Context: an optimization exercise on an open-source flow, tuned for small area. The choices shown serve that exercise and are no tape-out recipe.
RTL that was checked went through simulation tests only; none was proved equivalent to the original.

main:
==> flow/design.v <==
`timescale 1ps / 1ps
module sqrt
#(
    parameter integer D_W = 32
)
(
    input  wire                clk,
    input  wire                rst,
    input  wire                enable,
    input  wire                in_valid,
    input  wire [D_W-1:0]      qin,
    output wire                out_valid,
    output wire [(D_W>>1)-1:0] qout
);
reg [4:0] v;
always @(posedge clk) begin
    if (rst) v <= 5'd0;
    else if (enable) v <= {v[3:0], in_valid};
end
assign out_valid = v[4];
wire [1:0] a0 = qin[31:30];
wire [1:0] t0 = a0 - 2'd1;
wire ge0 = a0 != 2'd0;
wire [0:0] q1 = ge0;
wire [1:0] r1 = ge0 ? t0[1:0] : a0[1:0];
wire [3:0] a1 = {r1, qin[29:28]};
wire [4:0] t1 = {1'b0, a1} - {2'b00, q1, 2'b01};
wire ge1 = ~t1[4];
wire [1:0] q2 = {q1, ge1};
wire [2:0] r2 = ge1 ? t1[2:0] : a1[2:0];
wire [4:0] a2 = {r2, qin[27:26]};
wire [5:0] t2 = {1'b0, a2} - {2'b00, q2, 2'b01};
wire ge2 = ~t2[5];
wire [2:0] q3 = {q2, ge2};
wire [3:0] r3 = ge2 ? t2[3:0] : a2[3:0];
wire [5:0] a3 = {r3, qin[25:24]};
wire [6:0] t3 = {1'b0, a3} - {2'b00, q3, 2'b01};
wire ge3 = ~t3[6];
wire [3:0] q4 = {q3, ge3};
wire [4:0] r4 = ge3 ? t3[4:0] : a3[4:0];
reg [3:0] q_s0;
reg [4:0] r_s0;
reg [23:0] x_s0;
always @(posedge clk) begin
    if (enable) begin
        q_s0 <= q4;
        r_s0 <= r4;
        x_s0 <= qin[23:0];
    end
end
wire [6:0] a4 = {r_s0, x_s0[23:22]};
wire [7:0] t4 = {1'b0, a4} - {2'b00, q_s0, 2'b01};
wire ge4 = ~t4[7];
wire [4:0] q5 = {q_s0, ge4};
wire [5:0] r5 = ge4 ? t4[5:0] : a4[5:0];
wire [7:0] a5 = {r5, x_s0[21:20]};
wire [8:0] t5 = {1'b0, a5} - {2'b00, q5, 2'b01};
wire ge5 = ~t5[8];
wire [5:0] q6 = {q5, ge5};
wire [6:0] r6 = ge5 ? t5[6:0] : a5[6:0];
wire [8:0] a6 = {r6, x_s0[19:18]};
wire [9:0] t6 = {1'b0, a6} - {2'b00, q6, 2'b01};
wire ge6 = ~t6[9];
wire [6:0] q7 = {q6, ge6};
wire [7:0] r7 = ge6 ? t6[7:0] : a6[7:0];
reg [6:0] q_s1;
reg [7:0] r_s1;
reg [17:0] x_s1;
always @(posedge clk) begin
    if (enable) begin
        q_s1 <= q7;
        r_s1 <= r7;
        x_s1 <= x_s0[17:0];
    end
end
wire [9:0] a7 = {r_s1, x_s1[17:16]};
wire [10:0] t7 = {1'b0, a7} - {2'b00, q_s1, 2'b01};
wire ge7 = ~t7[10];
wire [7:0] q8 = {q_s1, ge7};
wire [8:0] r8 = ge7 ? t7[8:0] : a7[8:0];
wire [10:0] a8 = {r8, x_s1[15:14]};
wire [11:0] t8 = {1'b0, a8} - {2'b00, q8, 2'b01};
wire ge8 = ~t8[11];
wire [8:0] q9 = {q8, ge8};
wire [9:0] r9 = ge8 ? t8[9:0] : a8[9:0];
wire [11:0] a9 = {r9, x_s1[13:12]};
wire [12:0] t9 = {1'b0, a9} - {2'b00, q9, 2'b01};
wire ge9 = ~t9[12];
wire [9:0] q10 = {q9, ge9};
wire [10:0] r10 = ge9 ? t9[10:0] : a9[10:0];
reg [9:0] q_s2;
reg [10:0] r_s2;
reg [11:0] x_s2;
always @(posedge clk) begin
    if (enable) begin
        q_s2 <= q10;
        r_s2 <= r10;
        x_s2 <= x_s1[11:0];
    end
end
wire [12:0] a10 = {r_s2, x_s2[11:10]};
wire [13:0] t10 = {1'b0, a10} - {2'b00, q_s2, 2'b01};
wire ge10 = ~t10[13];
wire [10:0] q11 = {q_s2, ge10};
wire [11:0] r11 = ge10 ? t10[11:0] : a10[11:0];
wire [13:0] a11 = {r11, x_s2[9:8]};
wire [14:0] t11 = {1'b0, a11} - {2'b00, q11, 2'b01};
wire ge11 = ~t11[14];
wire [11:0] q12 = {q11, ge11};
wire [12:0] r12 = ge11 ? t11[12:0] : a11[12:0];
reg [11:0] q_s3;
reg [12:0] r_s3;
reg [7:0] x_s3;
always @(posedge clk) begin
    if (enable) begin
        q_s3 <= q12;
        r_s3 <= r12;
        x_s3 <= x_s2[7:0];
    end
end
wire [14:0] a12 = {r_s3, x_s3[7:6]};
wire [15:0] t12 = {1'b0, a12} - {2'b00, q_s3, 2'b01};
wire ge12 = ~t12[15];
wire [12:0] q13 = {q_s3, ge12};
wire [13:0] r13 = ge12 ? t12[13:0] : a12[13:0];
wire [15:0] a13 = {r13, x_s3[5:4]};
wire [16:0] t13 = {1'b0, a13} - {2'b00, q13, 2'b01};
wire ge13 = ~t13[16];
wire [13:0] q14 = {q13, ge13};
wire [14:0] r14 = ge13 ? t13[14:0] : a13[14:0];
reg [13:0] q_s4;
reg [14:0] r_s4;
reg [3:0] x_s4;
always @(posedge clk) begin
    if (enable) begin
        q_s4 <= q14;
        r_s4 <= r14;
        x_s4 <= x_s3[3:0];
    end
end
wire [18:0] a14 = {r_s4, x_s4[3:0]};
wire [19:0] u14_1 = {1'b0, a14} - {2'b00, q_s4, 3'b001};
wire [19:0] u14_2 = {1'b0, a14} - {1'b0, q_s4, 4'b0100};
wire [19:0] u14_3 = {1'b0, a14} - {1'b0, q_s4, 4'b1001} - {2'b00, q_s4, 3'b000};
wire c14_1 = ~u14_1[19];
wire c14_2 = ~u14_2[19];
wire c14_3 = ~u14_3[19];
wire [1:0] d14 = {c14_2, c14_3 | (c14_1 & ~c14_2)};
wire [15:0] q16 = {q_s4, d14};
assign qout = q16;
endmodule
export LEC_CHECK = 0
export CAP_MARGIN = 20
export CORE_MARGIN = 2
export CORE_UTILIZATION = 40
export CTS_BUF_LIST = sky130_fd_sc_hd__clkbuf_8
export GPL_TIMING_DRIVEN = 0
export SLEW_MARGIN = 20
create_clock -name core_clock -period 5.0 [get_ports {clk}]
standard.sh (not shown) runs the stock make flow with config.mk's settings and CLKGATE_MAP_FILE= SYNTH_SCRIPT=/design/flow/synth_recipe.tcl, a recipe that flattens the netlist after the stock synthesis.
==> flow/flow/run.sh <==
#!/bin/bash
# Own layout flow: the standard ORFS flow with two changes.
#  1. Synthesis is synth_recipe.tcl (the standard synthesis) except that its
#     ABC pass uses flow/area.abc, an area-oriented mapping script (dch +
#     map -a, then ABC's usual timing-driven buffering and sizing), instead of
#     ORFS's abc_speed.script.  Registers are not touched by ABC.
#  2. The port buffers are the smallest buffer cell (buf_1).
# Every tool's output goes to run.log here; ORFS's per-step logs stay under
# orfs/logs/.
set -euo pipefail
cd "$(dirname "$0")/.."
work=$(pwd)
cat > my_synth.tcl <<EOT
proc abc {args} {
  set i [lsearch -exact \$args -script]
  if {\$i >= 0} { lset args [expr {\$i + 1}] $work/flow/area.abc }
  yosys abc {*}\$args
}
source $work/synth_recipe.tcl
EOT
bash standard.sh SYNTH_SCRIPT=$work/my_synth.tcl \
  BUFFER_PORTS_ARGS="-buffer_cell sky130_fd_sc_hd__buf_1" finish > run.log 2>&1
==> flow/flow/area.abc <==
strash
dch
map -a
topo
stime -c
buffer -c
upsize -c
dnsize -c
Relative to main, the following input files were edited for the feature branch:
diff --git a/flow/design.v b/flow/design.v
--- a/flow/design.v
+++ b/flow/design.v
@@ -37,27 +37,27 @@
 wire [6:0] t3 = {1'b0, a3} - {2'b00, q3, 2'b01};
 wire ge3 = ~t3[6];
 wire [3:0] q4 = {q3, ge3};
 wire [4:0] r4 = ge3 ? t3[4:0] : a3[4:0];
-reg [3:0] q_s0;
-reg [4:0] r_s0;
-reg [23:0] x_s0;
+wire [6:0] a4 = {r4, qin[23:22]};
+wire [7:0] t4 = {1'b0, a4} - {2'b00, q4, 2'b01};
+wire ge4 = ~t4[7];
+wire [4:0] q5 = {q4, ge4};
+wire [5:0] r5 = ge4 ? t4[5:0] : a4[5:0];
+reg [4:0] q_s0;
+reg [5:0] r_s0;
+reg [21:0] x_s0;
 always @(posedge clk) begin
     if (enable) begin
-        q_s0 <= q4;
-        r_s0 <= r4;
-        x_s0 <= qin[23:0];
+        q_s0 <= q5;
+        r_s0 <= r5;
+        x_s0 <= qin[21:0];
     end
 end
-wire [6:0] a4 = {r_s0, x_s0[23:22]};
-wire [7:0] t4 = {1'b0, a4} - {2'b00, q_s0, 2'b01};
-wire ge4 = ~t4[7];
-wire [4:0] q5 = {q_s0, ge4};
-wire [5:0] r5 = ge4 ? t4[5:0] : a4[5:0];
-wire [7:0] a5 = {r5, x_s0[21:20]};
-wire [8:0] t5 = {1'b0, a5} - {2'b00, q5, 2'b01};
+wire [7:0] a5 = {r_s0, x_s0[21:20]};
+wire [8:0] t5 = {1'b0, a5} - {2'b00, q_s0, 2'b01};
 wire ge5 = ~t5[8];
-wire [5:0] q6 = {q5, ge5};
+wire [5:0] q6 = {q_s0, ge5};
 wire [6:0] r6 = ge5 ? t5[6:0] : a5[6:0];
 wire [8:0] a6 = {r6, x_s0[19:18]};
 wire [9:0] t6 = {1'b0, a6} - {2'b00, q6, 2'b01};
 wire ge6 = ~t6[9];
Results
main and the feature branch ended up with nearly the same fraction of the core area covered by cells at the end of the flow.
The clock skew was comparable across main and the feature branch.
Per the comparison of the feature branch with main, signed area change from the synthesized netlist to the final layout higher.
The final reports for the feature branch and main show worst path setup slack after routing lower in the former.
Diff main and the feature branch: multi-input gate area in the final layout higher in the feature branch
On share of synthesized area spent on multiplexers, the feature branch tracks main almost exactly.
Comparing main with the feature branch, the sequential fraction of total cell area came out essentially unchanged.
Routed wire in the feature branch totals more than in main.
Changes observed in the feature branch relative to main: worst hold slack flat.
Comparing main and the feature branch, the lower maximum frequency is on the feature branch.
No functional check of the RTL was part of the feature branch.

[what the ideal ports hide]
No port has a modelled driver above. Below, the same layouts with a new extraction and two added sets of constraints.
Step 1, drivers: a clkbuf_16 drives clk and a buf_2 each remaining input, both assumed.
Step 2 times the ports against the registers' clock, not the clock port: input delays grow and output delays shrink by t, the midpoint of the rising clock arrivals with the driver on.
Three values: ideal ports, drivers, drivers and shift; two values: the first two.
| run | t, ns | setup WS [ns] | hold WS [ns] | worst register clock-pin slew, ns | cell pins on the clock port's net |
|---|---|---|---|---|---|
| main | 0.502 | 0.239 / 0.239 / 0.239 | 0.423 / 0.423 / 0.423 | 0.10 / 0.10 | 1 |
| the feature branch | 0.502 | 0.140 / 0.140 / -0.124 | 0.423 / 0.423 / 0.423 | 0.09 / 0.09 | 1 |
With both steps, setup timing fails in the feature branch, where it was met with ideal ports. For the feature branch, which loses most, drivers alone change the setup slack by 0.000 ns; drivers and shift together by -0.264 ns.
